What follows belongs to an exercise in optimizing a design on an open flow for small area, a short achievable clock period and few clock cycles per item; a production flow would make more cautious choices.
Where RTL was checked, it was by simulation tests only, not by an equivalence proof against the original.
Power figures rest on the tool's default switching activity, not on a simulated workload.

Setup of v28:
## div_avalon
module div_avalon
	#(
		parameter W     = 32,
				  CBIT  = 6
	 )
	(
		input wire clk, reset,
		input wire [2:0] div_address,
		input wire div_chipselect,
		input wire div_write,
		input wire [W-1:0] div_writedata,
		output wire [W-1:0] div_readdata,
		output wire div_irq,
		output wire div_rdy
	);
==> flow/config.mk <==
export PLATFORM = sky130hd
export DESIGN_NAME = div_avalon
export DESIGN_NICKNAME = div_avalon
export VERILOG_FILES = /design/flow/design.v
export SDC_FILE = /design/flow/constraint.sdc
export NUM_CORES = 4
export LEC_CHECK = 0
export CAP_MARGIN = 20
export CORE_MARGIN = 2
export CORE_UTILIZATION = 60
export CTS_BUF_LIST = sky130_fd_sc_hd__clkbuf_4 sky130_fd_sc_hd__clkbuf_8
export SETUP_SLACK_MARGIN = 1.6
export SLEW_MARGIN = 20
==> flow/constraint.sdc <==
create_clock -name core_clock -period 5.0 [get_ports {clk}]
set_input_delay 1.0000 -clock core_clock [delete_from_list [all_inputs] [get_ports {clk}]]
set_output_delay 1.0000 -clock core_clock [all_outputs]
set_load 0.01 [all_outputs]
standard.sh (not shown) runs the stock make flow with config.mk's settings and CLKGATE_MAP_FILE= SYNTH_SCRIPT=/design/flow/synth_recipe.tcl, a recipe that flattens the netlist after the stock synthesis.
==> flow/flow/run.sh <==
#!/bin/bash
# Standard layout, with the port buffers made from buf_2 cells instead of
# the slow delay-buffer cells buffer_ports picks on its own.
set -euo pipefail
export BUFFER_PORTS_ARGS="-buffer_cell sky130_fd_sc_hd__buf_2"
bash standard.sh > standard.log 2>&1
v28 finished every stage and its layout cleared the timing, DRC and antenna checks.
Testbench counts of v28, summed over its fixed seeds: cycles 24,255, items 2,048.
Inputs modified between v28 and v39:
Settings: changing SETUP_SLACK_MARGIN from 1.6 to 2.0.
--- outcome ---
- Taking v28 as the reference, in v39 sequential share of layout area fell 2.3 points, area fraction of clock buffers and clock inverters fell 0.65 points, cell area rose about 5%.
- Summary of v39 over v28: area overhead of the layout relative to synthesis moved up, critical path data required time level.
#### Input delta (v33 over v39)
Settings: an added GPL_TIMING_DRIVEN of 1; a change of SETUP_SLACK_MARGIN from 2.0 to 1.8.
Findings:
v33 vs. v39: share of power burned in the clock network went up by 5.0 points.
Re proportion of power drawn by combinational gates: v33 is 2.7 points down on v39.
Cmp v33 vs v39: combinational power lower in v33
Between v33 and v39, the difference in placement-stage cell area is negligible.
Per the comparison of v33 with v39, part of the cycle the worst path needs went up 1.9 points; final core utilization went down 1.7 points.
Reported for v33 and v39, total clock buffers created by CTS turned out identical to the last digit.
#### Input delta (v27 over v33)
Settings: SETUP_SLACK_MARGIN now 1.6, was 1.8; CORE_UTILIZATION now 50, was 60; GPL_TIMING_DRIVEN no longer set, was 1.
--- outcome ---
v27 closes out successfully: all stages finished, all timing, DRC and antenna checks passed. Sort v33 and v27 by sequential share of power asc -> top: v33. The standard cells in v27 occupy less silicon area than those in v33 do. d1.r_reg[17] as the capture point of the critical path was reported by v27, and d1.r_reg[6] by v33. Re initial antenna violation count: no difference whatsoever between v33 and v27.
Inputs modified between v27 and v20:
Settings: CTS_CLUSTER_SIZE now 30, previously not set; CTS_CLUSTER_DIAMETER now 60, previously not set; CORE_UTILIZATION now 60, was 50.
## What came out
Looking at cell area, v20 sits about 0.8% below v27.
Comparing number of vias in the routed layout for v20 and v27, the smaller number came from v27.
From v27 to v20 the numbers moved as follows: number of cell rows now smaller; die area fell about 16%; layout filler cell count lost 500.
Re switching share of power: v20 and v27 aren't equal, and the lower value belongs to v27.
Number of tap cells added at floorplan | v20 below v27
Of v20 and v27, it is v20 that has the lower clock power.
Compared with v27, v20 instantiates a smaller number of cells.
Weighted congestion reported at the end of routability-driven placement on v20 is up relative to v27.
The run with more routed wire is v27, not v20.

div_avalon, a different RTL version from the one above (not shown whole).
## div_avalon
module div_avalon
	#(
		parameter W     = 32,
				  CBIT  = 6
	 )
	(
		input wire clk, reset,
		input wire [2:0] div_address,
		input wire div_chipselect,
		input wire div_write,
		input wire [W-1:0] div_writedata,
		output wire [W-1:0] div_readdata,
		output wire div_irq,
		output wire div_rdy
	);
==> flow/config.mk <==
export PLATFORM = sky130hd
export DESIGN_NAME = div_avalon
export DESIGN_NICKNAME = div_avalon
export VERILOG_FILES = /design/flow/design.v
export SDC_FILE = /design/flow/constraint.sdc
export NUM_CORES = 4
export LEC_CHECK = 0
export CAP_MARGIN = 20
export CORE_MARGIN = 2
export CORE_UTILIZATION = 40
export SETUP_SLACK_MARGIN = 2.6
export SLEW_MARGIN = 20
==> flow/constraint.sdc <==
create_clock -name core_clock -period 5.0 [get_ports {clk}]
set_input_delay 1.0000 -clock core_clock [delete_from_list [all_inputs] [get_ports {clk}]]
set_output_delay 1.0000 -clock core_clock [all_outputs]
set_load 0.01 [all_outputs]
run.sh (not shown) runs the stock make flow with config.mk's settings and CLKGATE_MAP_FILE= SYNTH_SCRIPT=/design/flow/synth_recipe.tcl, a recipe that flattens the netlist after the stock synthesis.
Stock flow here: none of the scripts above is used.
The baseline completed with no timing, DRC or antenna violations.
Next try:
--- a/flow/config.mk
+++ b/flow/config.mk
@@ -10,3 +10,3 @@
 export CORE_UTILIZATION = 40
-export SETUP_SLACK_MARGIN = 2.6
+export SETUP_SLACK_MARGIN = 2.3
 export SLEW_MARGIN = 20
The new run went through all stages and came out clean.
Synthesized area does not change.
Total power decreases by 4.8%.
Hold slack is worse by 0.0084 ns.
Clock-buffer cell count increases by 4.
Wire length decreases by 11%.
Utilization decreases by 5.4 points.
Fmax decreases by 3.6%.
Sequential share of layout area increases by 3.3 points.
Final area decreases by 9.0%.
Cell count decreases by 4.1%.
Combinational power decreases by 18%.
Next try:
==> flow/flow/run.sh (new file) <==
#!/bin/bash
# Standard layout, with the port buffers made from buf_2 cells instead of
# the slow delay-buffer cells buffer_ports picks on its own.
set -euo pipefail
export BUFFER_PORTS_ARGS="-buffer_cell sky130_fd_sc_hd__buf_2"
bash standard.sh > standard.log 2>&1
==> flow/standard.sh (new file) <==
#!/bin/bash
# synth_recipe.tcl (not shown) runs the flow's synth.tcl, then flattens the netlist and writes it again
# the make line also repeats each setting of config.mk as NAME=value (left out here)
make -C /OpenROAD-flow-scripts/flow DESIGN_CONFIG=/design/flow/config.mk WORK_HOME=/design/flow/orfs CLKGATE_MAP_FILE= SYNTH_SCRIPT=/design/flow/synth_recipe.tcl "${@:-finish}"
--- a/flow/config.mk
+++ b/flow/config.mk
@@ -9,4 +9,5 @@
 export CORE_MARGIN = 2
-export CORE_UTILIZATION = 40
-export SETUP_SLACK_MARGIN = 2.3
+export CORE_UTILIZATION = 60
+export CTS_BUF_LIST = sky130_fd_sc_hd__clkbuf_4 sky130_fd_sc_hd__clkbuf_8
+export SETUP_SLACK_MARGIN = 1.6
 export SLEW_MARGIN = 20
removed: flow/run.sh
After rerunning: Power fell by roughly a tenth. Critical path depth is unchanged. Cell area falls by about a fifth.
Function was not checked in any run of this note: the RTL went through the layout flow alone.

Another version of the RTL of div_avalon (not shown whole).
Size in the first run: about 920 cells after synthesis, roughly 9700 sq um of cells after synthesis.
// div_avalon
module div_avalon
	#(
		parameter W     = 32,
				  CBIT  = 6
	 )
	(
		input wire clk, reset,
		input wire [2:0] div_address,
		input wire div_chipselect,
		input wire div_write,
		input wire [W-1:0] div_writedata,
		output wire [W-1:0] div_readdata,
		output wire div_irq,
		output wire div_rdy
	);
Settings: LEC_CHECK=0, CAP_MARGIN=0, CORE_MARGIN=2, CORE_UTILIZATION=60, CTS_BUF_LIST=sky130_fd_sc_hd__clkbuf_4 sky130_fd_sc_hd__clkbuf_8, SETUP_SLACK_MARGIN=2.1, SLEW_MARGIN=0; clock period 5.0 ns.
standard.sh (not shown) runs the stock make flow with config.mk's settings and CLKGATE_MAP_FILE= SYNTH_SCRIPT=/design/flow/synth_recipe.tcl, a recipe that flattens the netlist after the stock synthesis.
==> flow/flow/run.sh <==
#!/bin/bash
# Standard layout, with the port buffers made from buf_2 cells instead of
# the slow delay-buffer cells buffer_ports picks on its own.
set -euo pipefail
export BUFFER_PORTS_ARGS="-buffer_cell sky130_fd_sc_hd__buf_2"
bash standard.sh > standard.log 2>&1
Testbench counts at the start, summed over its fixed seeds: cycles 24,255, items 2,048.
Change:
- CAP_MARGIN: 0 -> 20
- CTS_BUF_LIST: sky130_fd_sc_hd__clkbuf_4 sky130_fd_sc_hd__clkbuf_8 -> sky130_fd_sc_hd__clkbuf_4 sky130_fd_sc_hd__clkbuf_8 sky130_fd_sc_hd__clkbuf_16
- CTS_CLUSTER_DIAMETER: default -> 200
- CTS_CLUSTER_SIZE: default -> 50
- SETUP_SLACK_MARGIN: 2.1 -> 2.0
- SLEW_MARGIN: 0 -> 20
The new run completed with no timing, DRC or antenna violations.
Via count is lower by 1.0%.
Routed wire length is lower by 0.35%.
Hold slack improves by 0.036 ns.
Change:
- CTS_BUF_LIST: sky130_fd_sc_hd__clkbuf_4 sky130_fd_sc_hd__clkbuf_8 sky130_fd_sc_hd__clkbuf_16 -> sky130_fd_sc_hd__clkbuf_4 sky130_fd_sc_hd__clkbuf_8
- CTS_CLUSTER_DIAMETER: 200 -> default
- CTS_CLUSTER_SIZE: 50 -> default
The changed run produced a clean layout.
Total power goes down by 6.0%.
Design area falls by 2.3%.
Hold slack gets worse by 0.044 ns.
Maximum frequency stays flat.
Final cell count does not change.
Sequential power is about the same.
Via count went down by about 0.4%.
Utilization goes down by 1.6 points.
Change:
- SETUP_SLACK_MARGIN: 2.0 -> 2.1
- TNS_END_PERCENT: default -> 10
After rerunning: Cell count goes up by 0.64%; synthesized area is unchanged; die area does not change; sequential share of layout area came out lower by 0.86 points; power barely changes; global-route usage came out higher by 1.1 points.

v6:
Another version of the RTL of div_avalon (not shown whole).
For scale: ~180 flip-flops, about 10000 µm² of cells after synthesis.
clock: 5.0 ns
lec_check: 0
cap_margin: 20
core_margin: 2
core_utilization: 60
cts_buf_list: sky130_fd_sc_hd__clkbuf_4 sky130_fd_sc_hd__clkbuf_8
place_density: 0.45
setup_slack_margin: 2.1
slew_margin: 20
Scripts as last shown in full above: flow/flow/run.sh
Testbench counts of v6, summed over its fixed seeds: cycles 24,255, items 2,048.
Changes in v7 relative to v6:
# v6
export LEC_CHECK = 0
export CAP_MARGIN = 20
export CORE_MARGIN = 2
export CORE_UTILIZATION = 60
export CTS_BUF_LIST = sky130_fd_sc_hd__clkbuf_4 sky130_fd_sc_hd__clkbuf_8
export PLACE_DENSITY = 0.45
export SETUP_SLACK_MARGIN = 2.1
export SLEW_MARGIN = 20
create_clock -name core_clock -period 5.0 [get_ports {clk}]
# v7
export LEC_CHECK = 0
export CAP_MARGIN = 20
export CORE_MARGIN = 2
export CORE_UTILIZATION = 65
export CTS_BUF_LIST = sky130_fd_sc_hd__clkbuf_4 sky130_fd_sc_hd__clkbuf_8
export SETUP_SLACK_MARGIN = 2.1
export SLEW_MARGIN = 20
create_clock -name core_clock -period 5.0 [get_ports {clk}]
Looking at cell internal power dissipation across v7 and v6, the one that comes out lower is v6.
v7 gives less layout overhead on the synthesized area than v6 did.
v7 ended with less post-route worst setup slack than v6.
Diff v6..v7 | synthesized cell count | unchanged
In v7 relative to v6, total design power had gone up slightly.
Lower area used by multi-input combinational logic among v7 and v6: v7
Looking at total placed cells including tap cells, v7 sits 32 below v6.

[re-timing with driven ports]
The results above use ideal ports. As a check the final layouts listed here were re-extracted and re-timed, cells and wires unchanged.
Step 1 (the two cells are an assumption about what drives the block):
set clk [get_ports {clk}]
set_driving_cell -lib_cell sky130_fd_sc_hd__clkbuf_16 $clk
set_driving_cell -lib_cell sky130_fd_sc_hd__buf_2 [delete_from_list [all_inputs] $clk]
Step 2, shift: input delay + t, output delay - t, t = (earliest + latest rising clock arrival at the registers) / 2. This alone moves slack from input paths to output paths.
a / b / c = ideal / step 1 / step 2; a / b = the first two.
run	shift t [ns]	slack for setup (ns)	hold slack, ns	clock arrival spread, ns	pins driven straight from the clock port
v28	0.488	1.714 / 1.714 / 1.586	0.386 / 0.373 / 0.472	0.017 / 0.017	1
v39	0.504	1.798 / 1.798 / 1.692	0.370 / 0.351 / 0.470	0.015 / 0.015	1
v33	0.495	1.703 / 1.703 / 1.465	0.373 / 0.356 / 0.470	0.014 / 0.015	1
v27	0.495	1.677 / 1.677 / 1.610	0.366 / 0.346 / 0.466	0.017 / 0.017	1
v20	0.488	1.714 / 1.714 / 1.586	0.386 / 0.373 / 0.472	0.017 / 0.017	1
the first run of note 2	0.486	1.850 / 1.826 / 1.826	0.468 / 0.468 / 0.468	0.018 / 0.017	1
the second run of note 2	0.479	1.734 / 1.734 / 1.734	0.459 / 0.459 / 0.459	0.013 / 0.013	1
the third run of note 2	0.498	1.708 / 1.708 / 1.506	0.375 / 0.352 / 0.459	0.009 / 0.009	1
the first run of note 3	0.505	2.096 / 2.041 / 1.637	0.368 / 0.352 / 0.455	0.016 / 0.016	1
the second run of note 3	0.476	2.052 / 2.027 / 2.008	0.404 / 0.382 / 0.450	0.010 / 0.009	1
the third run of note 3	0.514	2.054 / 2.028 / 1.633	0.360 / 0.342 / 0.467	0.016 / 0.016	1
the fourth run of note 3	0.506	2.093 / 2.037 / 1.636	0.366 / 0.350 / 0.454	0.016 / 0.017	1
v6	0.500	2.096 / 2.042 / 1.810	0.355 / 0.334 / 0.467	0.017 / 0.016	1
v7	0.510	2.035 / 1.989 / 1.700	0.354 / 0.331 / 0.478	0.019 / 0.019	1
After both steps every run listed still meets setup and hold. The setup slack of the first run of note 3, which loses most, moves by -0.055 ns with the drivers and by -0.459 ns with both steps.
